From an optimization exercise on the open Yosys and OpenROAD flow, aimed at small area and a short achievable clock period; shortcuts taken in it are not production practice. At most, simulation tests tie the RTL to the original design; equivalence was not proved. Only the layout flow was run in runs 2 to 4; the RTL was not checked for function there. Power is estimated from default activity; no workload was simulated.

===== design/flow/design.v =====
module cpu_top_level(clk,rst,r0,r1,r2,r3,r4,r5,r6,r7,
                     imem_addr,imem_data,dmem_addr,dmem_wdata,dmem_we,dmem_rdata);
    input clk,rst;
    output [15:0] r0,r1,r2,r3,r4,r5,r6,r7;
    output [15:0] imem_addr;
    input [15:0] imem_data;
    output [15:0] dmem_addr,dmem_wdata;
    output dmem_we;
    input [15:0] dmem_rdata;
    reg [15:0] pc;                        
    reg [15:0] rf1,rf2,rf3,rf4,rf5,rf6,rf7;
    reg        cflag, zflag;
    reg [15:0] ir_id, pc2_id;
    reg [15:0] ir_rr, pc2_rr;
    reg        cancel_rr;
    reg [3:0]  op_ex;
    reg [2:0]  dest_ex;
    reg [8:0]  imm_ex;
    reg [15:0] pc2_ex, a_ex, b_ex, tgt_ex;
    reg        wr_ex, we_ex, memop_ex, invb_ex, usec_ex, cin1_ex, nand_ex, kill_ex;
    reg        link_ex, sum_ex;           
    reg [15:0] res_mem, sd_mem;
    reg        carry_mem;
    reg [2:0]  dest_mem;
    reg        wr_mem, fwd_mem, we_mem, lw_mem, cwr_mem, zwr_mem, cc_mem, zc_mem;
    reg [15:0] res_wb;
    reg        carry_wb;
    reg [2:0]  dest_wb;
    reg        wr_wb, fwd_wb, cwr_wb, zwr_wb, cc_wb, zc_wb;
    assign r0 = pc; assign r1 = rf1; assign r2 = rf2; assign r3 = rf3;
    assign r4 = rf4; assign r5 = rf5; assign r6 = rf6; assign r7 = rf7;
    assign imem_addr = pc;
    wire ex_br   = (op_ex == 4'b1000) | (op_ex == 4'b1001) | (op_ex == 4'b1010);
    wire ex_jal  = (op_ex == 4'b1100);
    wire ex_jlr  = (op_ex == 4'b1101);
    wire ex_jri  = (op_ex == 4'b1111);
    wire ex_lli  = (op_ex == 4'b0011);
    wire ex_lw   = (op_ex == 4'b0100);
    wire flush   = ex_br | ex_jal | ex_jlr | ex_jri;
    wire [15:0] ain = memop_ex ? {{10{imm_ex[5]}}, imm_ex[5:0]} : a_ex;
    wire [15:0] bx  = b_ex ^ {16{invb_ex}};
    wire        cin = usec_ex ? carry_mem : cin1_ex;
    wire [16:0] sum = {1'b0, ain} + {1'b0, bx} + {16'b0, cin};
    wire [15:0] nres = ~(ain & ~b_ex);
    wire [15:0] alu = nand_ex ? nres : sum[15:0];
    wire        carry_ex = ~kill_ex & (nand_ex | (sum[16] ^ invb_ex));
    wire [15:0] res_other = kill_ex ? 16'd0 : link_ex ? pc2_ex :
                            ex_lli ? {7'b0, imm_ex} : nres;
    wire [15:0] res_ex = sum_ex ? sum[15:0] : res_other;
    wire [3:0] op_rr = ir_rr[15:12];
    wire [2:0] fn_rr = ir_rr[2:0];
    wire [2:0] ra = ir_rr[11:9];
    wire [2:0] rb = ir_rr[8:6];
    wire rr_nz   = |ir_rr;
    wire rr_add  = (op_rr == 4'b0001);
    wire rr_nand = (op_rr == 4'b0010);
    wire rr_br   = (op_rr == 4'b1000) | (op_rr == 4'b1001) | (op_rr == 4'b1010);
    wire rr_dwr  = ((op_rr == 4'b0000) & rr_nz) | rr_add | (op_rr == 4'b0100) |
                   (op_rr == 4'b0011) | (op_rr == 4'b1100) | (op_rr == 4'b1101) |
                   (rr_nand & (fn_rr[1:0] != 2'b11));
    wire rr_dwe  = (op_rr == 4'b0101);
    wire [2:0] dest_rr = (rr_add | rr_nand) ? ir_rr[5:3] :
                         (op_rr == 4'b0000) ? ir_rr[8:6] : ir_rr[11:9];
    wire ex_fwd  = wr_ex & ~ex_lli;
    wire freeze  = wr_ex & ex_lw & ((dest_ex == ra) | (dest_ex == rb));
    wire [15:0] mem_val = lw_mem ? dmem_rdata : res_mem;
    reg [15:0] rf_a, rf_b;
    always @(*) begin
        case (ra)
            3'd0: rf_a = pc;  3'd1: rf_a = rf1; 3'd2: rf_a = rf2; 3'd3: rf_a = rf3;
            3'd4: rf_a = rf4; 3'd5: rf_a = rf5; 3'd6: rf_a = rf6; default: rf_a = rf7;
        endcase
        case (rb)
            3'd0: rf_b = pc;  3'd1: rf_b = rf1; 3'd2: rf_b = rf2; 3'd3: rf_b = rf3;
            3'd4: rf_b = rf4; 3'd5: rf_b = rf5; 3'd6: rf_b = rf6; default: rf_b = rf7;
        endcase
    end
    wire [15:0] a_old = (fwd_mem & (dest_mem == ra)) ? mem_val :
                        (fwd_wb  & (dest_wb  == ra)) ? res_wb : rf_a;
    wire [15:0] b_old = (fwd_mem & (dest_mem == rb)) ? mem_val :
                        (fwd_wb  & (dest_wb  == rb)) ? res_wb : rf_b;
    wire hit_a = ex_fwd & (dest_ex == ra);
    wire hit_b = ex_fwd & (dest_ex == rb);
    wire [14:0] off_rr = (op_rr == 4'b1100) ? {{6{ir_rr[8]}}, ir_rr[8:0]} : {{9{ir_rr[5]}}, ir_rr[5:0]};
    wire [14:0] tgt_hi = pc2_rr[15:1] + off_rr - 15'd1;
    wire b_imm6 = (op_rr == 4'b0000);
    wire b_imm9 = (op_rr == 4'b1111);
    wire take_a = hit_a & sum_ex;
    wire take_b = hit_b & sum_ex & ~b_imm6 & ~b_imm9;
    wire [15:0] a_other = hit_a ? (link_ex ? pc2_ex : nres) : a_old;
    wire [15:0] b_other = b_imm6 ? {{10{ir_rr[5]}}, ir_rr[5:0]} :
                          b_imm9 ? {{6{ir_rr[8]}}, ir_rr[8:0], 1'b0} :
                          hit_b ? (link_ex ? pc2_ex : nres) : b_old;
    wire [15:0] a_next = take_a ? sum[15:0] : a_other;
    wire [15:0] b_next = take_b ? sum[15:0] : b_other;
    wire wb_wr = wr_wb & (~cc_wb | cflag) & (~zc_wb | zflag);
    wire [15:0] rf_wd = res_wb & {16{~rst}};
    wire [7:0]  rf_we = {8{rst}} | ({8{wb_wr}} & (8'd1 << dest_wb));
    wire [15:0] pc2_if = {pc[15:1] + 15'd1, pc[0]};
    wire clr_ex = rst | freeze;
    always @(posedge clk) begin
        if (ex_jri && !rst) pc <= sum[15:0];
        else if (rst) pc <= 16'd0;
        else if (flush) pc <= (ex_br | ex_jal) ? tgt_ex : b_ex;
        else if (!freeze) pc <= pc2_if;
        else if (wb_wr && dest_wb == 3'd0) pc <= res_wb;
        if (rf_we[1]) rf1 <= rf_wd;
        if (rf_we[2]) rf2 <= rf_wd;
        if (rf_we[3]) rf3 <= rf_wd;
        if (rf_we[4]) rf4 <= rf_wd;
        if (rf_we[5]) rf5 <= rf_wd;
        if (rf_we[6]) rf6 <= rf_wd;
        if (rf_we[7]) rf7 <= rf_wd;
        if (cwr_wb) cflag <= carry_wb;
        if (zwr_wb) zflag <= ~|res_wb;
        if (rst) ir_id <= 16'd0;
        else if (!freeze) ir_id <= flush ? 16'd0 : imem_data;
        if (!freeze) pc2_id <= pc2_if;
        if (rst) ir_rr <= 16'd0;
        else if (!freeze) ir_rr <= ir_id;
        if (!freeze) begin
            pc2_rr <= pc2_id;
            cancel_rr <= flush;
        end
        kill_ex <= clr_ex;
        link_ex <= ~clr_ex & ((op_rr == 4'b1100) | (op_rr == 4'b1101));
        sum_ex <= ~clr_ex & (op_rr != 4'b1100) & (op_rr != 4'b1101) & (op_rr != 4'b0011) &
                  ~(rr_nand & fn_rr[2] & (fn_rr[1:0] != 2'b11));
        if (clr_ex) begin
            op_ex <= 4'd0; wr_ex <= 1'b0; we_ex <= 1'b0;
        end else begin
            op_ex <= op_rr;
            wr_ex <= rr_dwr & ~cancel_rr & ~flush;
            we_ex <= rr_dwe & ~cancel_rr & ~flush;
        end
        begin
            memop_ex <= (op_rr == 4'b0100) | (op_rr == 4'b0101);
            invb_ex <= (rr_add & fn_rr[2]) | rr_br;
            usec_ex <= rr_add & (fn_rr[1:0] == 2'b11);
            cin1_ex <= rr_br;
            nand_ex <= rr_nand & fn_rr[2] & (fn_rr[1:0] != 2'b11);
            a_ex <= a_next;
            b_ex <= b_next;
        end
        dest_ex <= dest_rr;
        imm_ex <= ir_rr[8:0];
        pc2_ex <= pc2_rr;
        tgt_ex <= {tgt_hi, pc2_rr[0]};
        res_mem <= res_ex;
        sd_mem <= a_ex;
        carry_mem <= carry_ex;
        dest_mem <= dest_ex;
        lw_mem <= ex_lw;
        cwr_mem <= (op_ex == 4'b0000) | (op_ex == 4'b0001);
        zwr_mem <= (op_ex == 4'b0000) | (op_ex == 4'b0001) | (op_ex == 4'b0010) | ex_lw;
        cc_mem <= ((op_ex == 4'b0001) | (op_ex == 4'b0010)) & (imm_ex[1:0] == 2'b10);
        zc_mem <= ((op_ex == 4'b0001) | (op_ex == 4'b0010)) & (imm_ex[1:0] == 2'b01);
        if (rst) begin
            wr_mem <= 1'b0; fwd_mem <= 1'b0; we_mem <= 1'b0;
        end else begin
            wr_mem <= wr_ex; fwd_mem <= ex_fwd; we_mem <= we_ex;
        end
        res_wb <= mem_val;
        carry_wb <= carry_mem;
        dest_wb <= dest_mem;
        cwr_wb <= cwr_mem; zwr_wb <= zwr_mem; cc_wb <= cc_mem; zc_wb <= zc_mem;
        if (rst) begin
            wr_wb <= 1'b0; fwd_wb <= 1'b0;
        end else begin
            wr_wb <= wr_mem; fwd_wb <= fwd_mem;
        end
    end
    assign dmem_addr = res_mem;
    assign dmem_wdata = sd_mem;
    assign dmem_we = we_mem;
endmodule

===== design/flow/flow/run.sh =====
#!/bin/bash
# Standard ORFS layout, with the smallest buffer cell on the ports and a clock tree
# of fewer, larger leaf clusters.
set -euo pipefail
bash standard.sh "BUFFER_PORTS_ARGS=-buffer_cell sky130_fd_sc_hd__buf_1" \
  "CTS_ARGS=-sink_clustering_enable -repair_clock_nets -buf_list sky130_fd_sc_hd__clkbuf_16 -sink_clustering_size 24 -sink_clustering_max_diameter 100 -dont_use_dummy_load" \
  finish > standard.log 2>&1

===== design/flow/standard.sh =====
#!/bin/bash
# synth_recipe.tcl (not shown) runs the flow's synth.tcl, then flattens the netlist and writes it again
# the make line also repeats each setting of config.mk as NAME=value (left out here)
make -C /OpenROAD-flow-scripts/flow DESIGN_CONFIG=/design/flow/config.mk WORK_HOME=/design/flow/orfs CLKGATE_MAP_FILE= SYNTH_SCRIPT=/design/flow/synth_recipe.tcl "${@:-finish}"

===== design/flow/config.mk =====
export PLATFORM = sky130hd
export DESIGN_NAME = cpu_top_level
export DESIGN_NICKNAME = cpu_top_level
export VERILOG_FILES = /design/flow/design.v
export SDC_FILE = /design/flow/constraint.sdc
export NUM_CORES = 4
export LEC_CHECK = 0
export CAP_MARGIN = 20
export CORE_MARGIN = 2
export CORE_UTILIZATION = 40
export PLACE_DENSITY = 0.6
export SETUP_SLACK_MARGIN = 4
export SLEW_MARGIN = 20

===== design/flow/constraint.sdc =====
create_clock -name core_clock -period 7.0 [get_ports {clk}]
set_input_delay 1.4000 -clock core_clock [delete_from_list [all_inputs] [get_ports {clk}]]
set_output_delay 1.4000 -clock core_clock [all_outputs]
set_load 0.01 [all_outputs]

==> flow_results.xml, run 1 <==
<?xml version="1.0" encoding="UTF-8"?>
<metrics>
  <group name="power_and_ir_drop">
    <metric name="power.ir.vdd_worst" unit="mV">0.164</metric>
    <metric name="powerDensity" unit="nW/um^2">299</metric>
    <metric name="total_leakage_power" unit="uW">0.00730</metric>
    <metric name="p_total" unit="uW">5860</metric>
  </group>
  <group name="status">
    <metric name="status" unit="">finished clean</metric>
  </group>
  <group name="synth">
    <metric name="synth_flop_cell" unit="">sky130_fd_sc_hd__dfxtp_1</metric>
    <metric name="syn-instance-count" unit="">1723</metric>
    <metric name="async_reset_ff_share" unit="%">0</metric>
    <metric name="synth-seq-area-share" unit="%">50.2</metric>
    <metric name="yosysTopAreaCell" unit="">sky130_fd_sc_hd__edfxtp_1</metric>
    <metric name="ys_ff_latch" unit="">354</metric>
    <metric name="synth_edf_count" unit="">163</metric>
    <metric name="syn_avg_cell_area" unit="um^2">10.1</metric>
    <metric name="synth_area_leaders" unit="">sky130_fd_sc_hd__edfxtp_1, sky130_fd_sc_hd__dfxtp_1, sky130_fd_sc_hd__a21oi_1, sky130_fd_sc_hd__ha_1, sky130_fd_sc_hd__nand2_1</metric>
    <metric name="synth.net_count" unit="">1803</metric>
    <metric name="synth_cell_type_count" unit="">70</metric>
    <metric name="yosysWarningCount" unit="">1</metric>
    <metric name="cell_area_synth" unit="um^2">17400</metric>
    <metric name="post-synth-top-area-fraction" unit="%">28.2</metric>
  </group>
  <group name="detailed_routing">
    <metric name="detail_route.vias_per_cell" unit="">5.92</metric>
    <metric name="detail_route.drc_violations" unit="">0</metric>
    <metric name="pre_antenna_drt_iters" unit="">7</metric>
    <metric name="vias" unit="">14500</metric>
    <metric name="drt_iter0_drc" unit="">1593</metric>
    <metric name="postRouteWirelength" unit="um">62500</metric>
    <metric name="post_drt_wl_per_cell" unit="um">25.4</metric>
    <metric name="ant_nets" unit="">0</metric>
  </group>
  <group name="run">
    <metric name="cap_violations" unit="">0</metric>
  </group>
  <group name="floorplan">
    <metric name="die_h" unit="um">212</metric>
    <metric name="dieWidth" unit="um">212</metric>
    <metric name="rows" unit="">76</metric>
    <metric name="core_area" unit="um^2">43000</metric>
    <metric name="ios" unit="">211</metric>
    <metric name="start_util" unit="%">40.4</metric>
    <metric name="floorplan.die_area" unit="um^2">45100</metric>
  </group>
  <group name="layout">
    <metric name="fin_nets" unit="">1952</metric>
    <metric name="area_growth_syn_to_layout" unit="%">12.8</metric>
    <metric name="fill_cells" unit="">4153</metric>
    <metric name="multiInputGateArea" unit="um^2">8060</metric>
    <metric name="final-seq-area" unit="um^2">8750</metric>
    <metric name="post_route_cells_drive_above_1_share" unit="%">10.1</metric>
  </group>
  <group name="grt">
    <metric name="grt_pass1_wl" unit="um">90800</metric>
    <metric name="number_of_antenna_violations_at_the_first_check_in_global_routing" unit="">1</metric>
    <metric name="grt_pass1_vias" unit="">13700</metric>
    <metric name="grt_max_degree" unit="">57</metric>
    <metric name="track_usage" unit="%">27.2</metric>
    <metric name="overflow" unit="">0</metric>
  </group>
  <group name="place">
    <metric name="placement.setup.worst_slack" unit="ns">2.80</metric>
    <metric name="numPortBuffers" unit="">210</metric>
    <metric name="finalWeightedCongestion" unit="">0.941</metric>
    <metric name="place.detailed.hpwl" unit="um">45000</metric>
  </group>
  <group name="setup_path">
    <metric name="worst_setup_path_start_kind" unit="">register</metric>
    <metric name="path_cells" unit="">buf_1</metric>
    <metric name="critical_path_required" unit="ns">5.60</metric>
    <metric name="crit_buf_inv" unit="">1</metric>
    <metric name="timing.critical_path.slowest_stage_cell" unit="">sky130_fd_sc_hd__edfxtp_1</metric>
    <metric name="cp_top_family" unit="">flip-flops</metric>
    <metric name="timing.critical_path.arrival" unit="ns">1.55</metric>
    <metric name="crit_path_max_fanout" unit="">8</metric>
    <metric name="critical_path.max_stage_delay" unit="ns">0.78</metric>
    <metric name="critPathCaptureType" unit="">output port</metric>
    <metric name="crit_type" unit="">reg -&gt; out</metric>
  </group>
  <group name="clock_tree">
    <metric name="worst_setup_hold_path_clk_slew" unit="ns">0.10</metric>
    <metric name="insertion_delay" unit="ns">0.55</metric>
    <metric name="h_tree_levels" unit="">1</metric>
    <metric name="ctsRootBufferMaster" unit="">sky130_fd_sc_hd__clkbuf_16</metric>
    <metric name="cts_buffers" unit="">18</metric>
    <metric name="cts_hold_buffers" unit="">0</metric>
    <metric name="cts_buffer_depth" unit="">3</metric>
    <metric name="cts.sink_count" unit="">354</metric>
    <metric name="tritoncts_clock_tree" unit="">yes</metric>
  </group>
  <group name="sta">
    <metric name="setup_viol" unit="">0</metric>
    <metric name="grt_setup_unrepaired" unit="">true</metric>
    <metric name="final_period_minus_worst_setup_slack" unit="ns">2.95</metric>
    <metric name="setup_slack" unit="ns">4.05</metric>
    <metric name="slew_violations" unit="">0</metric>
    <metric name="maxSlewHeadroom" unit="%">40.6</metric>
    <metric name="timing.setup.tns" unit="ns">0</metric>
    <metric name="finalHoldViolations" unit="">0</metric>
    <metric name="period_share" unit="%">42.2</metric>
    <metric name="worst-slew-pin-transition" unit="ns">0.892</metric>
    <metric name="finalHoldWorstSlack" unit="ns">0.335</metric>
    <metric name="fin_skew" unit="ns">0.0385</metric>
    <metric name="achievable-frequency" unit="GHz">0.339</metric>
  </group>
  <group name="worst_hold_path">
    <metric name="holdCritPathClass" unit="">reg -&gt; reg</metric>
  </group>
</metrics>
==> layout by cell type, fill, tap and decap left out, types with 18 or more instances in the layout <==
master and count:
sky130_fd_sc_hd__mux4_2 23, sky130_fd_sc_hd__ha_1 41, sky130_fd_sc_hd__nor3_1 32, sky130_fd_sc_hd__o22ai_1 25
sky130_fd_sc_hd__o21ai_0 98, sky130_fd_sc_hd__nand3_1 55, sky130_fd_sc_hd__clkbuf_16 18, sky130_fd_sc_hd__dfxtp_1 174
sky130_fd_sc_hd__mux2_2 24, sky130_fd_sc_hd__nand2_1 140, sky130_fd_sc_hd__nor2b_1 37, sky130_fd_sc_hd__mux2i_1 42
sky130_fd_sc_hd__o211ai_1 24, sky130_fd_sc_hd__nand2b_1 20, sky130_fd_sc_hd__a21oi_1 141, sky130_fd_sc_hd__xnor2_1 36
sky130_fd_sc_hd__xor2_1 34, sky130_fd_sc_hd__nor2_1 106, sky130_fd_sc_hd__edfxtp_1 163, sky130_fd_sc_hd__buf_1 209
sky130_fd_sc_hd__buf_4 34, sky130_fd_sc_hd__inv_1 89
==> synthesized netlist by cell type, drive strengths merged, types with 4 or more instances <==
library cell	number
dfxtp	191
edfxtp	163
a21oi	143
nand2	143
o21ai	112
nor2	107
inv	92
clkbuf	69
buf	59
nand3	58
mux2i	48
ha	43
nor2b	38
xnor2	38
xor2	36
nor3	33
mux2	28
o22ai	25
o211ai	24
mux4	23
nand2b	20
o221ai	18
a22oi	17
a31oi	17
a211oi	16
a221oi	16
and3	16
o31ai	13
o21a	12
a21o	10
nand4	9
a222oi	8
and4	8
nand3b	8
a22o	7
or2	7
nor4	6
nor3b	4
o22a	4
==> metal layers <==
layer	GRT usage [%]	part of all wire [%]	vias to the layer above
li1	-	-	6538
met1	38.7	42	7027
met2	41.6	44	872
met3	5.94	11	105
met4	7.50	3.0	0
met5	0	0	-
==> power breakdown <==
part           switching, uW  internal, uW  total (uW)
Clock                    671           464        1130
Sequential               358          2580        2930
Combinational           1130           662        1790
Total                   2160          3700        5860
==> through the flow <==
| step | instance area [um^2] | util [%] | instances |
|---|---|---|---|
| 2_1_floorplan | 17400 | - | 1723 |
| 5_1_grt | 19600 | 45.6 | 2455 |
| 3_5_place_dp | 18600 | 43.3 | 2418 |
| 3_3_place_gp | 18600 | 43.2 | 2417 |
| 6_report | 19600 | 45.6 | 2456 |
| 4_1_cts | 19400 | 45.0 | 2452 |
==> cell families after synthesis <==
group	after synthesis	share of synthesized area, %
compound gates	464	16.9
xor+xnor	74	3.73
fa+ha+maj	47	3.50
buf+inv	221	5.40
flops	354	50.2
mux	99	7.57
simple gates	464	12.7
==> final timing paths <==
check / end / slack, ns / cells past startpoint / from
min reg2reg: cc_wb / 0.33 / 0 / cc_mem
max reg2reg: pc[14] / 4.07 / 11 / memop_ex
min: cc_wb / 0.33 / 0 / cc_mem
max: r0[2] / 4.05 / 1 / pc[2]
==> repair_timing <==
| action | in CTS | in global routing |
|---|---|---|
| buffers inserted | 15 | 3 |
| endpoints found under the setup margin | 139 | 71 |
| pin swaps | 7 | 5 |
| resized for setup | 42 | 49 |
| cloned | 1 | 0 |
==> area by class of cell <==
cell class	count	area share, %
multi-input cells	1149	41.2
well taps	585	3.74
repair buffers	256	6.26
diodes	1	0.0128
clock buffers	18	2.30
inverters	93	1.81
flip-flops and latches	354	44.7
==> inputs of run 2 (changes only) <==
--- a/design/flow/design.v
+++ b/design/flow/design.v
@@ -21,2 +21,3 @@
     reg        link_ex, sum_ex;           
+    reg        c1_ex, cp_ex, cn_ex;       
     reg [15:0] res_mem, sd_mem;
@@ -41,3 +42,3 @@
     wire [15:0] bx  = b_ex ^ {16{invb_ex}};
-    wire        cin = usec_ex ? carry_mem : cin1_ex;
+    wire        cin = (usec_ex & carry_mem) | cin1_ex;
     wire [16:0] sum = {1'b0, ain} + {1'b0, bx} + {16'b0, cin};
@@ -45,3 +46,3 @@
     wire [15:0] alu = nand_ex ? nres : sum[15:0];
-    wire        carry_ex = ~kill_ex & (nand_ex | (sum[16] ^ invb_ex));
+    wire        carry_ex = c1_ex | (cp_ex & sum[16]) | (cn_ex & ~sum[16]);
     wire [15:0] res_other = kill_ex ? 16'd0 : link_ex ? pc2_ex :
@@ -125,2 +126,5 @@
         kill_ex <= clr_ex;
+        c1_ex <= ~clr_ex & rr_nand & fn_rr[2] & (fn_rr[1:0] != 2'b11);
+        cp_ex <= ~clr_ex & ~(rr_nand & fn_rr[2] & (fn_rr[1:0] != 2'b11)) & ~((rr_add & fn_rr[2]) | rr_br);
+        cn_ex <= ~clr_ex & ~(rr_nand & fn_rr[2] & (fn_rr[1:0] != 2'b11)) & ((rr_add & fn_rr[2]) | rr_br);
         link_ex <= ~clr_ex & ((op_rr == 4'b1100) | (op_rr == 4'b1101));
==> run 2 against run 1 <==
Net effect:
- worst hold slack got worse by 0.0020 ns
- clock-buffer cell count is the same
- largest cell class unchanged
- combinational power grew 3%
- register-to-register slack worse by 0.12 ns
- highest routed layer is now met5
- maximum frequency down 3.2%
==> flow_results.xml, run 2 <==
<?xml version="1.0" encoding="UTF-8"?>
<metrics>
  <group name="status">
    <metric name="status" unit="">finished clean</metric>
  </group>
  <group name="layout">
    <metric name="area_growth_syn_to_layout" unit="%">12.5</metric>
    <metric name="fin_util" unit="%">45.5</metric>
    <metric name="num_antenna_cells" unit="">0</metric>
    <metric name="post_route_cells_drive_above_1_share" unit="%">10.0</metric>
    <metric name="most_common_library_cell_in_the_layout_ignoring_fill_and_taps" unit="">sky130_fd_sc_hd__buf_1</metric>
    <metric name="mostFrequentLayoutCells" unit="">sky130_fd_sc_hd__buf_1, sky130_fd_sc_hd__dfxtp_1, sky130_fd_sc_hd__edfxtp_1</metric>
    <metric name="finish.cell_count_without_fillers" unit="">2437</metric>
    <metric name="fill_cells" unit="">4138</metric>
    <metric name="fin_nets" unit="">1934</metric>
  </group>
  <group name="sta">
    <metric name="maxSlewHeadroom" unit="%">22.8</metric>
    <metric name="achievable-frequency" unit="GHz">0.328</metric>
    <metric name="period_share" unit="%">43.6</metric>
    <metric name="timing.setup.tns" unit="ns">0</metric>
    <metric name="setup_slack" unit="ns">3.95</metric>
    <metric name="fin_skew" unit="ns">0.0198</metric>
    <metric name="setup_viol" unit="">0</metric>
    <metric name="worst-slew-pin-transition" unit="ns">1.16</metric>
    <metric name="grt_setup_unrepaired" unit="">true</metric>
    <metric name="final_period_minus_worst_setup_slack" unit="ns">3.05</metric>
    <metric name="finalHoldViolations" unit="">0</metric>
    <metric name="slew_violations" unit="">0</metric>
  </group>
  <group name="detailed_routing">
    <metric name="detail_route.drc_violations" unit="">0</metric>
    <metric name="pre_antenna_drt_iters" unit="">6</metric>
    <metric name="vias" unit="">14700</metric>
    <metric name="detail_route.vias_per_cell" unit="">6.03</metric>
    <metric name="drt_iter0_drc" unit="">1719</metric>
    <metric name="post_drt_wl_per_cell" unit="um">26.2</metric>
    <metric name="postRouteWirelength" unit="um">63900</metric>
    <metric name="ant_nets" unit="">0</metric>
  </group>
  <group name="floorplan">
    <metric name="dieWidth" unit="um">212</metric>
    <metric name="die_h" unit="um">212</metric>
    <metric name="ios" unit="">211</metric>
    <metric name="start_util" unit="%">40.4</metric>
    <metric name="core_area" unit="um^2">43000</metric>
    <metric name="floorplan.die_area" unit="um^2">45100</metric>
    <metric name="rows" unit="">76</metric>
  </group>
  <group name="clock_tree">
    <metric name="ctsRootBufferMaster" unit="">sky130_fd_sc_hd__clkbuf_16</metric>
    <metric name="insertion_delay" unit="ns">0.54</metric>
    <metric name="tritoncts_clock_tree" unit="">yes</metric>
    <metric name="cts_buffers" unit="">18</metric>
    <metric name="cts_hold_buffers" unit="">0</metric>
    <metric name="cts_buffer_depth" unit="">3</metric>
    <metric name="worst_setup_hold_path_clk_slew" unit="ns">0.10</metric>
    <metric name="cts.sink_count" unit="">356</metric>
    <metric name="h_tree_levels" unit="">1</metric>
  </group>
  <group name="setup_path">
    <metric name="crit_type" unit="">reg -&gt; reg</metric>
    <metric name="crit_path_max_fanout" unit="">8</metric>
    <metric name="timing.critical_path.arrival" unit="ns">3.45</metric>
    <metric name="worst_setup_path_start_kind" unit="">register</metric>
    <metric name="critPathCaptureType" unit="">register</metric>
    <metric name="critical_path_required" unit="ns">7.40</metric>
  </group>
  <group name="place">
    <metric name="place.detailed.instances" unit="">2403</metric>
    <metric name="place.detailed.hpwl" unit="um">46200</metric>
    <metric name="finalWeightedCongestion" unit="">0.932</metric>
    <metric name="placement.setup.worst_slack" unit="ns">3.29</metric>
    <metric name="numPortBuffers" unit="">210</metric>
  </group>
  <group name="grt">
    <metric name="overflow" unit="">0</metric>
    <metric name="number_of_antenna_violations_at_the_first_check_in_global_routing" unit="">1</metric>
    <metric name="grt_pass1_wl" unit="um">93100</metric>
    <metric name="track_usage" unit="%">27.8</metric>
    <metric name="grt_pass1_vias" unit="">13900</metric>
    <metric name="grt_max_degree" unit="">58</metric>
  </group>
  <group name="synth">
    <metric name="async_reset_ff_share" unit="%">0</metric>
    <metric name="yosysWarningCount" unit="">1</metric>
    <metric name="synth.cells.most_frequent" unit="">sky130_fd_sc_hd__dfxtp_1, sky130_fd_sc_hd__edfxtp_1, sky130_fd_sc_hd__o21ai_0</metric>
    <metric name="synth_area_leaders" unit="">sky130_fd_sc_hd__edfxtp_1, sky130_fd_sc_hd__dfxtp_1, sky130_fd_sc_hd__o21ai_0, sky130_fd_sc_hd__a21oi_1, sky130_fd_sc_hd__ha_1</metric>
    <metric name="synth_flop_cell" unit="">sky130_fd_sc_hd__dfxtp_1</metric>
    <metric name="syn-instance-count" unit="">1706</metric>
    <metric name="synth_cell_type_count" unit="">84</metric>
    <metric name="yosysTopAreaCell" unit="">sky130_fd_sc_hd__edfxtp_1</metric>
    <metric name="post-synth-top-area-fraction" unit="%">28.2</metric>
    <metric name="synth-seq-area-share" unit="%">50.4</metric>
    <metric name="yosys.cell_count.top_type" unit="">sky130_fd_sc_hd__dfxtp_1</metric>
    <metric name="synth_edf_count" unit="">163</metric>
    <metric name="cell_area_synth" unit="um^2">17400</metric>
    <metric name="syn_avg_cell_area" unit="um^2">10.2</metric>
    <metric name="ys_ff_latch" unit="">356</metric>
    <metric name="synth.net_count" unit="">1786</metric>
  </group>
  <group name="run">
    <metric name="cap_violations" unit="">0</metric>
  </group>
  <group name="power_and_ir_drop">
    <metric name="power.ir.vdd_worst" unit="mV">0.188</metric>
    <metric name="powerDensity" unit="nW/um^2">307</metric>
    <metric name="total_leakage_power" unit="uW">0.00725</metric>
  </group>
  <group name="worst_hold_path">
    <metric name="holdCritPathClass" unit="">reg -&gt; reg</metric>
  </group>
</metrics>
-- run 2: cell types whose count changed after synthesis, sizes merged, moves of 15 or more --
cell,previous run,this run
nand2,143,102
nand3,58,18
a21oi,143,126
o21ai,112,134
a22o,7,46
mux4,23,8
-- run 2: cells by family (layout without fill, tap and decap cells) --
kind of cell,count (synthesis),count (layout),synth area share [%]
flip-flops,356,356,50.4
AO/OA/AOI/OAI,519,519,19.5
buffers and inverters,217,363,5.40
adder cells (fa/ha/maj),47,47,3.50
AND/OR/NAND/NOR,407,407,11.7
XOR/XNOR,72,72,3.67
multiplexers,88,88,5.84
-- run 2: layout make-up --
class	count	area [um^2]	share of cell area (%)
clock buffers	18	450	2.30
repair buffers	255	1160	5.95
inverters	90	338	1.73
multi-input cells	1133	8080	41.3
flip-flops and latches	356	8800	45.0
well taps	585	732	3.74
-- run 2: report_power, final --
part / switching [uW] / internal (uW) / total, uW
Clock: 671 / 464 / 1140
Sequential: 419 / 2610 / 3020
Combinational: 1150 / 702 / 1850
-- run 2: final timing paths --
path                  from           to  slack (ns)  cells after the start
hold reg to reg     cc_mem        cc_wb        0.33                      0
hold / removal      cc_mem        cc_wb        0.33                      0
setup reg to reg  memop_ex  res_mem[14]        3.95                     11
setup / recovery  memop_ex  res_mem[14]        3.95                     11
-- run 2: through the flow --
stage	area [um^2]	power [uW]	hold slack [ns]
2_1_floorplan	17400	3970	0.310
3_3_place_gp	18600	4700	0.312
3_5_place_dp	18600	4710	0.316
4_1_cts	19300	5870	0.336
5_1_grt	19600	6260	0.339
6_report	19600	6010	0.333
-- run 2: what timing repair did --
action	4_1_cts	5_1_grt
resized for setup	33	44
setup buffers	9	7
pin swaps	4	4
setup endpoints to repair	78	32
-- run 2: critical path, cell delays in order (launching register included) --
cell                       delay, ns
sky130_fd_sc_hd__dfxtp_4        0.47
sky130_fd_sc_hd__mux2i_4        0.28
sky130_fd_sc_hd__fa_2           0.25
sky130_fd_sc_hd__fa_2           0.24
sky130_fd_sc_hd__nor2b_4        0.05
sky130_fd_sc_hd__o31a_1         0.30
sky130_fd_sc_hd__or4_4          0.49
sky130_fd_sc_hd__a311oi_4       0.26
sky130_fd_sc_hd__o21bai_2       0.13
sky130_fd_sc_hd__xnor2_2        0.21
sky130_fd_sc_hd__buf_4          0.17
sky130_fd_sc_hd__o32ai_2        0.07
-- run 2: per-layer routing --
metal	track usage (%)	share of wire, %	vias to the layer above	wire (um)
li1	-	-	6534	-
met1	38.5	41	7139	26400
met2	43.5	45	894	28600
met3	5.70	11	121	6760
met4	8.99	3.4	2	2170
met5	0	0.017	-	11
==> inputs of run 3 (changes only) <==
--- a/design/flow/config.mk
+++ b/design/flow/config.mk
@@ -11,3 +11,3 @@
 export PLACE_DENSITY = 0.6
-export SETUP_SLACK_MARGIN = 4
+export SETUP_SLACK_MARGIN = 4.2
 export SLEW_MARGIN = 20
==> run 3 against run 2 <==
Net effect:
- still clean
- global-route usage is 0.58 points higher
- setup slack gained 0.11 ns
- register-to-register slack better by 0.11 ns
- utilization is 1.5 points higher
- power rose by 2.6%
- cell count up 2.0%
- sequential cell count unchanged
- area after synthesis unchanged
- via count is 0.75% higher
==> flow_results.xml, run 3 <==
<?xml version="1.0" encoding="UTF-8"?>
<metrics>
  <group name="status">
    <metric name="status" unit="">finished clean</metric>
  </group>
  <group name="detailed_routing">
    <metric name="drt_iter0_drc" unit="">1608</metric>
    <metric name="ant_nets" unit="">0</metric>
    <metric name="detail_route.drc_violations" unit="">0</metric>
    <metric name="postRouteWirelength" unit="um">65300</metric>
    <metric name="pre_antenna_drt_iters" unit="">5</metric>
    <metric name="post_drt_wl_per_cell" unit="um">26.3</metric>
    <metric name="vias" unit="">14800</metric>
    <metric name="detail_route.vias_per_cell" unit="">5.96</metric>
  </group>
  <group name="layout">
    <metric name="post_route_cells_drive_above_1_share" unit="%">14.2</metric>
    <metric name="fin_nets" unit="">1981</metric>
    <metric name="mostFrequentLayoutCells" unit="">sky130_fd_sc_hd__buf_1, sky130_fd_sc_hd__dfxtp_1, sky130_fd_sc_hd__edfxtp_1</metric>
    <metric name="most_common_library_cell_in_the_layout_ignoring_fill_and_taps" unit="">sky130_fd_sc_hd__buf_1</metric>
    <metric name="area_growth_syn_to_layout" unit="%">16.3</metric>
    <metric name="finish.cell_count_without_fillers" unit="">2485</metric>
  </group>
  <group name="sta">
    <metric name="period_share" unit="%">42.1</metric>
    <metric name="worst-slew-pin-transition" unit="ns">0.937</metric>
    <metric name="finalHoldViolations" unit="">0</metric>
    <metric name="achievable-frequency" unit="GHz">0.339</metric>
    <metric name="grt_setup_unrepaired" unit="">true</metric>
    <metric name="maxSlewHeadroom" unit="%">37.3</metric>
    <metric name="final_period_minus_worst_setup_slack" unit="ns">2.95</metric>
    <metric name="fin_skew" unit="ns">0.0514</metric>
    <metric name="setup_viol" unit="">0</metric>
    <metric name="slew_violations" unit="">0</metric>
    <metric name="timing.setup.tns" unit="ns">0</metric>
  </group>
  <group name="place">
    <metric name="place.detailed.instances" unit="">2405</metric>
    <metric name="numPortBuffers" unit="">210</metric>
    <metric name="finalWeightedCongestion" unit="">0.956</metric>
    <metric name="place.detailed.hpwl" unit="um">47000</metric>
  </group>
  <group name="synth">
    <metric name="synth_area_leaders" unit="">sky130_fd_sc_hd__edfxtp_1, sky130_fd_sc_hd__dfxtp_1, sky130_fd_sc_hd__o21ai_0, sky130_fd_sc_hd__a21oi_1, sky130_fd_sc_hd__ha_1</metric>
    <metric name="cell_area_synth" unit="um^2">17400</metric>
    <metric name="synth_flop_cell" unit="">sky130_fd_sc_hd__dfxtp_1</metric>
    <metric name="synth.net_count" unit="">1786</metric>
    <metric name="post-synth-top-area-fraction" unit="%">28.2</metric>
    <metric name="async_reset_ff_share" unit="%">0</metric>
    <metric name="ys_ff_latch" unit="">356</metric>
    <metric name="yosysTopAreaCell" unit="">sky130_fd_sc_hd__edfxtp_1</metric>
    <metric name="yosys.cell_count.top_type" unit="">sky130_fd_sc_hd__dfxtp_1</metric>
    <metric name="synth_edf_count" unit="">163</metric>
    <metric name="synth.cells.most_frequent" unit="">sky130_fd_sc_hd__dfxtp_1, sky130_fd_sc_hd__edfxtp_1, sky130_fd_sc_hd__o21ai_0</metric>
    <metric name="synth_cell_type_count" unit="">84</metric>
    <metric name="syn_avg_cell_area" unit="um^2">10.2</metric>
    <metric name="synth-seq-area-share" unit="%">50.4</metric>
    <metric name="yosysWarningCount" unit="">1</metric>
    <metric name="syn-instance-count" unit="">1706</metric>
  </group>
  <group name="setup_path">
    <metric name="crit_type" unit="">reg -&gt; reg</metric>
    <metric name="worst_setup_path_start_kind" unit="">register</metric>
    <metric name="timing.critical_path.arrival" unit="ns">3.25</metric>
    <metric name="crit_path_max_fanout" unit="">5</metric>
    <metric name="crit_path_frequent_cell" unit="">sky130_fd_sc_hd__fa_2</metric>
    <metric name="critical_path.max_stage_delay" unit="ns">0.45</metric>
    <metric name="critical_path_required" unit="ns">7.30</metric>
    <metric name="path_cells" unit="">mux2i_4, fa_2, fa_2, nor2b_4, o31a_1, or4_4, a311oi_2, o21bai_1, xnor2_2, o2bb2ai_1</metric>
    <metric name="timing.critical_path.slowest_stage_cell" unit="">sky130_fd_sc_hd__or4_4</metric>
    <metric name="critPathCaptureType" unit="">register</metric>
  </group>
  <group name="grt">
    <metric name="grt_max_degree" unit="">58</metric>
    <metric name="grt_pass1_wl" unit="um">94700</metric>
    <metric name="track_usage" unit="%">28.4</metric>
    <metric name="number_of_antenna_violations_at_the_first_check_in_global_routing" unit="">0</metric>
    <metric name="grt_pass1_vias" unit="">14100</metric>
    <metric name="overflow" unit="">0</metric>
  </group>
  <group name="power_and_ir_drop">
    <metric name="total_leakage_power" unit="uW">0.00759</metric>
    <metric name="share_clk_of_total_power" unit="%">19.0</metric>
    <metric name="power_switching" unit="uW">2290</metric>
    <metric name="powerDensity" unit="nW/um^2">305</metric>
    <metric name="power.ir.vdd_worst" unit="mV">0.204</metric>
    <metric name="p_sw_share" unit="%">37.1</metric>
    <metric name="pwr-share-comb" unit="%">32.3</metric>
    <metric name="power.share.sequential" unit="%">48.7</metric>
    <metric name="internal-power" unit="uW">3880</metric>
    <metric name="p_total" unit="uW">6170</metric>
  </group>
  <group name="run">
    <metric name="cap_violations" unit="">0</metric>
  </group>
  <group name="clock_tree">
    <metric name="cts_buffer_depth" unit="">3</metric>
    <metric name="tritoncts_clock_tree" unit="">yes</metric>
    <metric name="h_tree_levels" unit="">1</metric>
    <metric name="insertion_delay" unit="ns">0.56</metric>
    <metric name="cts_buffers" unit="">19</metric>
    <metric name="ctsRootBufferMaster" unit="">sky130_fd_sc_hd__clkbuf_16</metric>
    <metric name="worst_setup_hold_path_clk_slew" unit="ns">0.11</metric>
    <metric name="cts.sink_count" unit="">356</metric>
  </group>
  <group name="floorplan">
    <metric name="floorplan.die_area" unit="um^2">45100</metric>
    <metric name="die_h" unit="um">212</metric>
    <metric name="start_util" unit="%">40.4</metric>
    <metric name="dieWidth" unit="um">212</metric>
    <metric name="rows" unit="">76</metric>
    <metric name="core_area" unit="um^2">43000</metric>
    <metric name="ios" unit="">211</metric>
  </group>
  <group name="worst_hold_path">
    <metric name="holdCritPathClass" unit="">reg -&gt; reg</metric>
  </group>
</metrics>
## run 3: stage by stage
stage	util, %	area [um^2]	hold WS [ns]	setup WS [ns]
after floorplan	-	17500	0.310	4.08
after global placement	43.5	18700	0.314	3.57
after detailed placement	43.5	18700	0.314	3.38
after CTS	45.9	19700	0.334	4.05
after global routing	47.0	20200	0.347	3.98
final	47.0	20200	0.336	4.05
## run 3: final cells by class
| cell class | instances | area [um^2] |
|---|---|---|
| fill | 4150 | 22800 |
| sequential | 356 | 8810 |
| multi-input combinational | 1133 | 8270 |
| timing repair buffer | 301 | 1580 |
| tap | 585 | 732 |
| clock buffer | 19 | 475 |
| inverter | 90 | 342 |
| antenna | 1 | 2.50 |
## run 3: worst paths after layout
| kind | start | end | slack (ns) | cells after the start |
|---|---|---|---|---|
| setup / recovery | memop_ex | pc[14] | 4.05 | 10 |
| hold / removal | cc_mem | cc_wb | 0.34 | 0 |
| setup reg to reg | memop_ex | pc[14] | 4.05 | 10 |
| hold reg to reg | cc_mem | cc_wb | 0.34 | 0 |
## run 3: critical path: cells and delay by family (launching register included)
| kind | cells | cell delay, ns |
|---|---|---|
| AO/OA/AOI/OAI | 4 | 0.72 |
| flip-flops | 1 | 0.42 |
| multiplexers | 1 | 0.27 |
| AND/OR/NAND/NOR | 2 | 0.50 |
| adder cells (fa/ha/maj) | 2 | 0.50 |
| XOR/XNOR | 1 | 0.28 |
## run 3: cells by family (layout without fill, tap and decap cells)
| kind of cell | count (synthesis) | in the layout | share of synthesized area [%] |
|---|---|---|---|
| xor gates and xnor gates | 72 | 72 | 3.67 |
| DFF | 356 | 356 | 50.4 |
| and+or+nand+nor | 407 | 407 | 11.7 |
| adders and majority gates | 47 | 47 | 3.50 |
| muxes | 88 | 88 | 5.84 |
| AOI/OAI and AO/OA | 519 | 519 | 19.5 |
| buffers and inverters | 217 | 410 | 5.40 |
| other | 0 | 1 | 0 |
## run 3: repair_timing
item / in CTS / in global routing
hold endpoints to repair: 0 / 0
hold buffers: 0 / 0
resized for setup: 70 / 63
setup buffers: 29 / 30
cloned: 0 / 1
pin swaps: 13 / 28
endpoints found under the setup margin: 89 / 58
## run 3: layer usage
metal	GRT usage [%]	part of all wire, %
met5	0	0
met4	11.7	4.5
met3	4.95	9.3
met2	43.4	44
met1	39.7	42
## run 3: power groups by stage
stage / sequential, uW / clock (uW) / combinational [uW]
finish: 3000 / 1170 / 1990
global route: 3030 / 1250 / 2150
CTS: 2990 / 1180 / 1830
detailed placement: 3040 / 0 / 1690
global placement: 3040 / 0 / 1680
floorplan: 2930 / 0 / 1050
==> inputs of run 4 (changes only) <==
--- a/design/flow/design.v
+++ b/design/flow/design.v
@@ -18,6 +18,5 @@
     reg [8:0]  imm_ex;
-    reg [15:0] pc2_ex, a_ex, b_ex, tgt_ex;
+    reg [15:0] pc2_ex, a_ex, b_ex;
     reg        wr_ex, we_ex, memop_ex, invb_ex, usec_ex, cin1_ex, nand_ex, kill_ex;
-    reg        link_ex, sum_ex;           
-    reg        c1_ex, cp_ex, cn_ex;       
+    reg        lwr_ex, fwd_ex, flush_ex, link_ex;
     reg [15:0] res_mem, sd_mem;
@@ -39,6 +38,6 @@
     wire ex_lw   = (op_ex == 4'b0100);
-    wire flush   = ex_br | ex_jal | ex_jlr | ex_jri;
+    wire flush   = flush_ex;
     wire [15:0] ain = memop_ex ? {{10{imm_ex[5]}}, imm_ex[5:0]} : a_ex;
     wire [15:0] bx  = b_ex ^ {16{invb_ex}};
-    wire        cin = (usec_ex & carry_mem) | cin1_ex;
+    wire        cin = usec_ex ? carry_mem : cin1_ex;
     wire [16:0] sum = {1'b0, ain} + {1'b0, bx} + {16'b0, cin};
@@ -46,6 +45,9 @@
     wire [15:0] alu = nand_ex ? nres : sum[15:0];
-    wire        carry_ex = c1_ex | (cp_ex & sum[16]) | (cn_ex & ~sum[16]);
-    wire [15:0] res_other = kill_ex ? 16'd0 : link_ex ? pc2_ex :
-                            ex_lli ? {7'b0, imm_ex} : nres;
-    wire [15:0] res_ex = sum_ex ? sum[15:0] : res_other;
+    wire        carry_ex = ~kill_ex & (nand_ex | (sum[16] ^ invb_ex));
+    wire [15:0] res_ex = kill_ex ? 16'd0 : (ex_jal | ex_jlr) ? pc2_ex :
+                         ex_lli ? {7'b0, imm_ex} : alu;
+    wire [14:0] off = ex_jal ? {{6{imm_ex[8]}}, imm_ex} : {{9{imm_ex[5]}}, imm_ex[5:0]};
+    wire [14:0] tgt_hi = pc2_ex[15:1] + off - 15'd1;
+    wire [15:0] target = (ex_br | ex_jal) ? {tgt_hi, pc2_ex[0]} :
+                         ex_jlr ? b_ex : alu;
     wire [3:0] op_rr = ir_rr[15:12];
@@ -64,4 +66,4 @@
                          (op_rr == 4'b0000) ? ir_rr[8:6] : ir_rr[11:9];
-    wire ex_fwd  = wr_ex & ~ex_lli;
-    wire freeze  = wr_ex & ex_lw & ((dest_ex == ra) | (dest_ex == rb));
+    wire ex_fwd  = fwd_ex;
+    wire freeze  = lwr_ex & ((dest_ex == ra) | (dest_ex == rb));
     wire [15:0] mem_val = lw_mem ? dmem_rdata : res_mem;
@@ -84,8 +86,6 @@
     wire hit_b = ex_fwd & (dest_ex == rb);
-    wire [14:0] off_rr = (op_rr == 4'b1100) ? {{6{ir_rr[8]}}, ir_rr[8:0]} : {{9{ir_rr[5]}}, ir_rr[5:0]};
-    wire [14:0] tgt_hi = pc2_rr[15:1] + off_rr - 15'd1;
     wire b_imm6 = (op_rr == 4'b0000);
     wire b_imm9 = (op_rr == 4'b1111);
-    wire take_a = hit_a & sum_ex;
-    wire take_b = hit_b & sum_ex & ~b_imm6 & ~b_imm9;
+    wire take_sum_a = hit_a & ~nand_ex & ~link_ex;
+    wire take_sum_b = hit_b & ~nand_ex & ~link_ex & ~b_imm6 & ~b_imm9;
     wire [15:0] a_other = hit_a ? (link_ex ? pc2_ex : nres) : a_old;
@@ -94,4 +94,4 @@
                           hit_b ? (link_ex ? pc2_ex : nres) : b_old;
-    wire [15:0] a_next = take_a ? sum[15:0] : a_other;
-    wire [15:0] b_next = take_b ? sum[15:0] : b_other;
+    wire [15:0] a_next = take_sum_a ? sum[15:0] : a_other;
+    wire [15:0] b_next = take_sum_b ? sum[15:0] : b_other;
     wire wb_wr = wr_wb & (~cc_wb | cflag) & (~zc_wb | zflag);
@@ -102,5 +102,4 @@
     always @(posedge clk) begin
-        if (ex_jri && !rst) pc <= sum[15:0];
-        else if (rst) pc <= 16'd0;
-        else if (flush) pc <= (ex_br | ex_jal) ? tgt_ex : b_ex;
+        if (rst) pc <= 16'd0;
+        else if (flush) pc <= target;
         else if (!freeze) pc <= pc2_if;
@@ -126,11 +125,10 @@
         kill_ex <= clr_ex;
-        c1_ex <= ~clr_ex & rr_nand & fn_rr[2] & (fn_rr[1:0] != 2'b11);
-        cp_ex <= ~clr_ex & ~(rr_nand & fn_rr[2] & (fn_rr[1:0] != 2'b11)) & ~((rr_add & fn_rr[2]) | rr_br);
-        cn_ex <= ~clr_ex & ~(rr_nand & fn_rr[2] & (fn_rr[1:0] != 2'b11)) & ((rr_add & fn_rr[2]) | rr_br);
-        link_ex <= ~clr_ex & ((op_rr == 4'b1100) | (op_rr == 4'b1101));
-        sum_ex <= ~clr_ex & (op_rr != 4'b1100) & (op_rr != 4'b1101) & (op_rr != 4'b0011) &
-                  ~(rr_nand & fn_rr[2] & (fn_rr[1:0] != 2'b11));
         if (clr_ex) begin
             op_ex <= 4'd0; wr_ex <= 1'b0; we_ex <= 1'b0;
+            lwr_ex <= 1'b0; fwd_ex <= 1'b0; flush_ex <= 1'b0; link_ex <= 1'b0;
         end else begin
+            lwr_ex <= (op_rr == 4'b0100) & ~cancel_rr & ~flush;
+            fwd_ex <= rr_dwr & (op_rr != 4'b0011) & ~cancel_rr & ~flush;
+            flush_ex <= op_rr[3] & (op_rr != 4'b1011) & (op_rr != 4'b1110);
+            link_ex <= (op_rr == 4'b1100) | (op_rr == 4'b1101);
             op_ex <= op_rr;
@@ -151,3 +149,2 @@
         pc2_ex <= pc2_rr;
-        tgt_ex <= {tgt_hi, pc2_rr[0]};
         res_mem <= res_ex;
@@ -164,3 +161,3 @@
         end else begin
-            wr_mem <= wr_ex; fwd_mem <= ex_fwd; we_mem <= we_ex;
+            wr_mem <= wr_ex; fwd_mem <= fwd_ex; we_mem <= we_ex;
         end
==> design/flow/flow/run.sh (replaced) <==
#!/bin/bash
# Standard ORFS layout, with the smallest buffer cell on the ports.
set -euo pipefail
bash standard.sh "BUFFER_PORTS_ARGS=-buffer_cell sky130_fd_sc_hd__buf_1" finish > standard.log 2>&1
--- a/design/flow/config.mk
+++ b/design/flow/config.mk
@@ -11,3 +11,3 @@
 export PLACE_DENSITY = 0.6
-export SETUP_SLACK_MARGIN = 4.2
+export SETUP_SLACK_MARGIN = 4
 export SLEW_MARGIN = 20
==> run 4 against run 3 <==
Net effect:
- sequential share of layout area fell by 2.8 points
- routed wire length fell by 6.6%
- die area rose by 0.97%
- register-to-register slack got worse by 0.08 ns
- via count rose by 0.53%
- critical endpoint is now pc[11]
- power rose by 9.5%
- critical path type unchanged
- combinational power barely moved
- setup slack got worse by 0.084 ns
- largest cell class is now multi-input combinational cells
- area after synthesis rose by 0.99%
- clock-buffer cell count rose by 38
- clock skew fell by 0.023 ns
- first-iteration DRC count fell by 6.1%
==> flow_results.xml, run 4 <==
<?xml version="1.0" encoding="UTF-8"?>
<metrics>
  <group name="sta">
    <metric name="timing.setup.tns" unit="ns">0</metric>
    <metric name="maxSlewHeadroom" unit="%">22.0</metric>
    <metric name="period_share" unit="%">43.3</metric>
    <metric name="achievable-frequency" unit="GHz">0.330</metric>
    <metric name="setup_slack" unit="ns">3.97</metric>
    <metric name="setup_viol" unit="">0</metric>
    <metric name="grt_setup_unrepaired" unit="">true</metric>
    <metric name="fin_skew" unit="ns">0.0284</metric>
    <metric name="slew_violations" unit="">0</metric>
    <metric name="final_period_minus_worst_setup_slack" unit="ns">3.03</metric>
    <metric name="finalHoldViolations" unit="">0</metric>
    <metric name="worst-slew-pin-transition" unit="ns">1.17</metric>
  </group>
  <group name="detailed_routing">
    <metric name="detail_route.drc_violations" unit="">0</metric>
    <metric name="drt_iter0_drc" unit="">1510</metric>
    <metric name="detail_route.vias_per_cell" unit="">5.94</metric>
    <metric name="pre_antenna_drt_iters" unit="">5</metric>
    <metric name="postRouteWirelength" unit="um">61000</metric>
    <metric name="post_drt_wl_per_cell" unit="um">24.3</metric>
    <metric name="vias" unit="">14900</metric>
    <metric name="ant_nets" unit="">0</metric>
  </group>
  <group name="synth">
    <metric name="synth.cells.most_frequent" unit="">sky130_fd_sc_hd__dfxtp_1, sky130_fd_sc_hd__edfxtp_1, sky130_fd_sc_hd__nand2_1</metric>
    <metric name="synth_edf_count" unit="">147</metric>
    <metric name="synth_cell_type_count" unit="">88</metric>
    <metric name="syn-instance-count" unit="">1730</metric>
    <metric name="synth_flop_cell" unit="">sky130_fd_sc_hd__dfxtp_1</metric>
    <metric name="async_reset_ff_share" unit="%">0</metric>
    <metric name="ys_ff_latch" unit="">341</metric>
    <metric name="syn_avg_cell_area" unit="um^2">10.1</metric>
    <metric name="yosysTopAreaCell" unit="">sky130_fd_sc_hd__edfxtp_1</metric>
    <metric name="synth_area_leaders" unit="">sky130_fd_sc_hd__edfxtp_1, sky130_fd_sc_hd__dfxtp_1, sky130_fd_sc_hd__mux4_2, sky130_fd_sc_hd__a21oi_1, sky130_fd_sc_hd__nand2_1</metric>
    <metric name="post-synth-top-area-fraction" unit="%">25.2</metric>
    <metric name="yosysWarningCount" unit="">1</metric>
    <metric name="synth-seq-area-share" unit="%">47.3</metric>
    <metric name="yosys.cell_count.top_type" unit="">sky130_fd_sc_hd__dfxtp_1</metric>
    <metric name="cell_area_synth" unit="um^2">17600</metric>
    <metric name="synth.net_count" unit="">1804</metric>
  </group>
  <group name="setup_path">
    <metric name="critPathCaptureType" unit="">register</metric>
    <metric name="critical_path_required" unit="ns">7.50</metric>
    <metric name="timing.critical_path.slowest_stage_cell" unit="">sky130_fd_sc_hd__dfxtp_4</metric>
    <metric name="path_cells" unit="">buf_8, o21a_1, inv_1, ha_2, and3_1, nand3_2, a211oi_2, nor2_1, xnor2_2, o221ai_1, a31oi_1</metric>
    <metric name="worst_setup_path_start_kind" unit="">register</metric>
    <metric name="cp_top_family" unit="">compound AO/OA/AOI/OAI gates</metric>
    <metric name="critical_path.max_stage_delay" unit="ns">0.41</metric>
    <metric name="timing.critical_path.arrival" unit="ns">3.53</metric>
    <metric name="crit_path_max_fanout" unit="">11</metric>
    <metric name="crit_type" unit="">reg -&gt; reg</metric>
    <metric name="crit_buf_inv" unit="">2</metric>
  </group>
  <group name="place">
    <metric name="place.detailed.hpwl" unit="um">42500</metric>
    <metric name="placement.setup.worst_slack" unit="ns">2.86</metric>
    <metric name="numPortBuffers" unit="">210</metric>
    <metric name="placed_cell_area" unit="um^2">18600</metric>
    <metric name="finalWeightedCongestion" unit="">0.944</metric>
  </group>
  <group name="floorplan">
    <metric name="die_h" unit="um">213</metric>
    <metric name="rows" unit="">76</metric>
    <metric name="ios" unit="">211</metric>
    <metric name="dieWidth" unit="um">213</metric>
    <metric name="floorplan.die_area" unit="um^2">45600</metric>
    <metric name="core_area" unit="um^2">43200</metric>
    <metric name="start_util" unit="%">40.7</metric>
  </group>
  <group name="layout">
    <metric name="fin_util" unit="%">47.2</metric>
    <metric name="post-route-cell-area" unit="um^2">20400</metric>
    <metric name="post_route_cells_drive_above_1_share" unit="%">13.8</metric>
    <metric name="fin_nets" unit="">1963</metric>
    <metric name="most_common_library_cell_in_the_layout_ignoring_fill_and_taps" unit="">sky130_fd_sc_hd__buf_1</metric>
    <metric name="num_antenna_cells" unit="">0</metric>
    <metric name="mostFrequentLayoutCells" unit="">sky130_fd_sc_hd__buf_1, sky130_fd_sc_hd__dfxtp_1, sky130_fd_sc_hd__edfxtp_1</metric>
    <metric name="area_growth_syn_to_layout" unit="%">16.1</metric>
  </group>
  <group name="run">
    <metric name="cap_violations" unit="">0</metric>
  </group>
  <group name="grt">
    <metric name="grt_pass1_wl" unit="um">89600</metric>
    <metric name="overflow" unit="">0</metric>
    <metric name="grt_max_degree" unit="">70</metric>
    <metric name="track_usage" unit="%">26.4</metric>
    <metric name="grt_pass1_vias" unit="">13800</metric>
    <metric name="number_of_antenna_violations_at_the_first_check_in_global_routing" unit="">2</metric>
  </group>
  <group name="clock_tree">
    <metric name="insertion_delay" unit="ns">0.57</metric>
    <metric name="cts_buffer_depth" unit="">3</metric>
    <metric name="ctsRootBufferMaster" unit="">sky130_fd_sc_hd__clkbuf_16</metric>
    <metric name="cts_hold_buffers" unit="">0</metric>
    <metric name="tritoncts_clock_tree" unit="">yes</metric>
    <metric name="cts.sink_count" unit="">341</metric>
    <metric name="cts_buffers" unit="">41</metric>
    <metric name="worst_setup_hold_path_clk_slew" unit="ns">0.06</metric>
    <metric name="h_tree_levels" unit="">2</metric>
  </group>
  <group name="power_and_ir_drop">
    <metric name="power.ir.vdd_worst" unit="mV">0.171</metric>
    <metric name="total_leakage_power" unit="uW">0.00749</metric>
    <metric name="powerDensity" unit="nW/um^2">331</metric>
  </group>
  <group name="status">
    <metric name="status" unit="">finished clean</metric>
  </group>
  <group name="worst_hold_path">
    <metric name="holdCritPathClass" unit="">reg -&gt; reg</metric>
  </group>
</metrics>
==> run 4: what timing repair did <==
action / in CTS / in global routing
resized for setup: 34 / 56
cloned: 2 / 0
pin swaps: 7 / 15
setup buffers: 14 / 3
endpoints found under the setup margin: 196 / 40
==> run 4: per-stage QoR <==
| stage | power (uW) | hold slack, ns | cells |
|---|---|---|---|
| 6_report | 6750 | 0.329 | 2505 |
| 5_1_grt | 7040 | 0.335 | 2505 |
| 4_1_cts | 6660 | 0.326 | 2502 |
| 3_5_place_dp | 4600 | 0.312 | 2412 |
| 3_3_place_gp | 4590 | 0.313 | 2412 |
| 2_1_floorplan | 3920 | 0.310 | 1730 |
==> run 4: final cells by class <==
type                            instances  area [um^2]
Multi-Input combinational cell       1190         8710
Tap cell                              585          732
Clock inverter                         17          123
Timing Repair Buffer                  247         1130
Clock buffer                           57         1110
Fill cell                            4147        22800
Inverter                               68          265
Sequential cell                       341         8320
==> run 4: cells by family after synthesis <==
| kind of cell | after synthesis | share of synthesized area [%] |
|---|---|---|
| DFF | 341 | 47.3 |
| muxes | 111 | 9.13 |
| and+or+nand+nor | 512 | 14.5 |
| xor gates and xnor gates | 78 | 3.98 |
| AOI/OAI and AO/OA | 447 | 16.8 |
| adders and majority gates | 40 | 2.98 |
| buffers and inverters | 201 | 5.33 |
==> run 4: worst paths after layout <==
path	startpoint	end	slack [ns]	cells past startpoint
hold / removal	cc_mem	cc_wb	0.33	0
hold reg to reg	cc_mem	cc_wb	0.33	0
setup / recovery	memop_ex	pc[11]	3.97	11
setup reg to reg	memop_ex	pc[11]	3.97	11
==> run 4: power breakdown <==
part	total, uW	internal, uW	switching (uW)
clock	2010	1140	862
sequential	2770	2440	325
combinational	1980	765	1210
total	6750	4350	2400
==> run 4: routing by layer <==
metal / vias up / wire length [um] / GRT usage [%]
met1: 7260 / 26700 / 38.5
li1: 6652 / - / -
met4: 2 / 1880 / 8.86
met5: - / 13 / 0
met2: 838 / 26000 / 38.4
met3: 126 / 6360 / 6.02

==> separate check: timing with driven ports <==
In the flow no input, the clock included, has a driving cell. The finished layouts below were timed again as built, in two steps. Step 1 (the two cells are an assumption about what drives the block):
set clk [get_ports {clk}]
set_driving_cell -lib_cell sky130_fd_sc_hd__clkbuf_16 $clk
set_driving_cell -lib_cell sky130_fd_sc_hd__buf_2 [delete_from_list [all_inputs] $clk]
Step 2 also shifts input and output timing later by t, the mid clock arrival at the registers, as if the neighbouring blocks saw the same clock. a / b / c = ideal / step 1 / step 2; a / b = the first two.
| run | t, ns | setup WS [ns] | slew at the worst register clock pin (ns) |
|---|---|---|---|
| run 1 | 0.587 | 4.047 / 3.989 / 3.555 | 0.11 / 0.11 |
| run 2 | 0.589 | 3.948 / 3.948 / 3.462 | 0.11 / 0.11 |
| run 3 | 0.587 | 4.054 / 4.054 / 3.714 | 0.11 / 0.11 |
| run 4 | 0.615 | 3.970 / 3.970 / 3.592 | 0.06 / 0.06 |
After both steps every run listed still meets setup and hold. The setup slack of run 1, which loses most, moves by -0.058 ns with the drivers and by -0.492 ns with both steps.
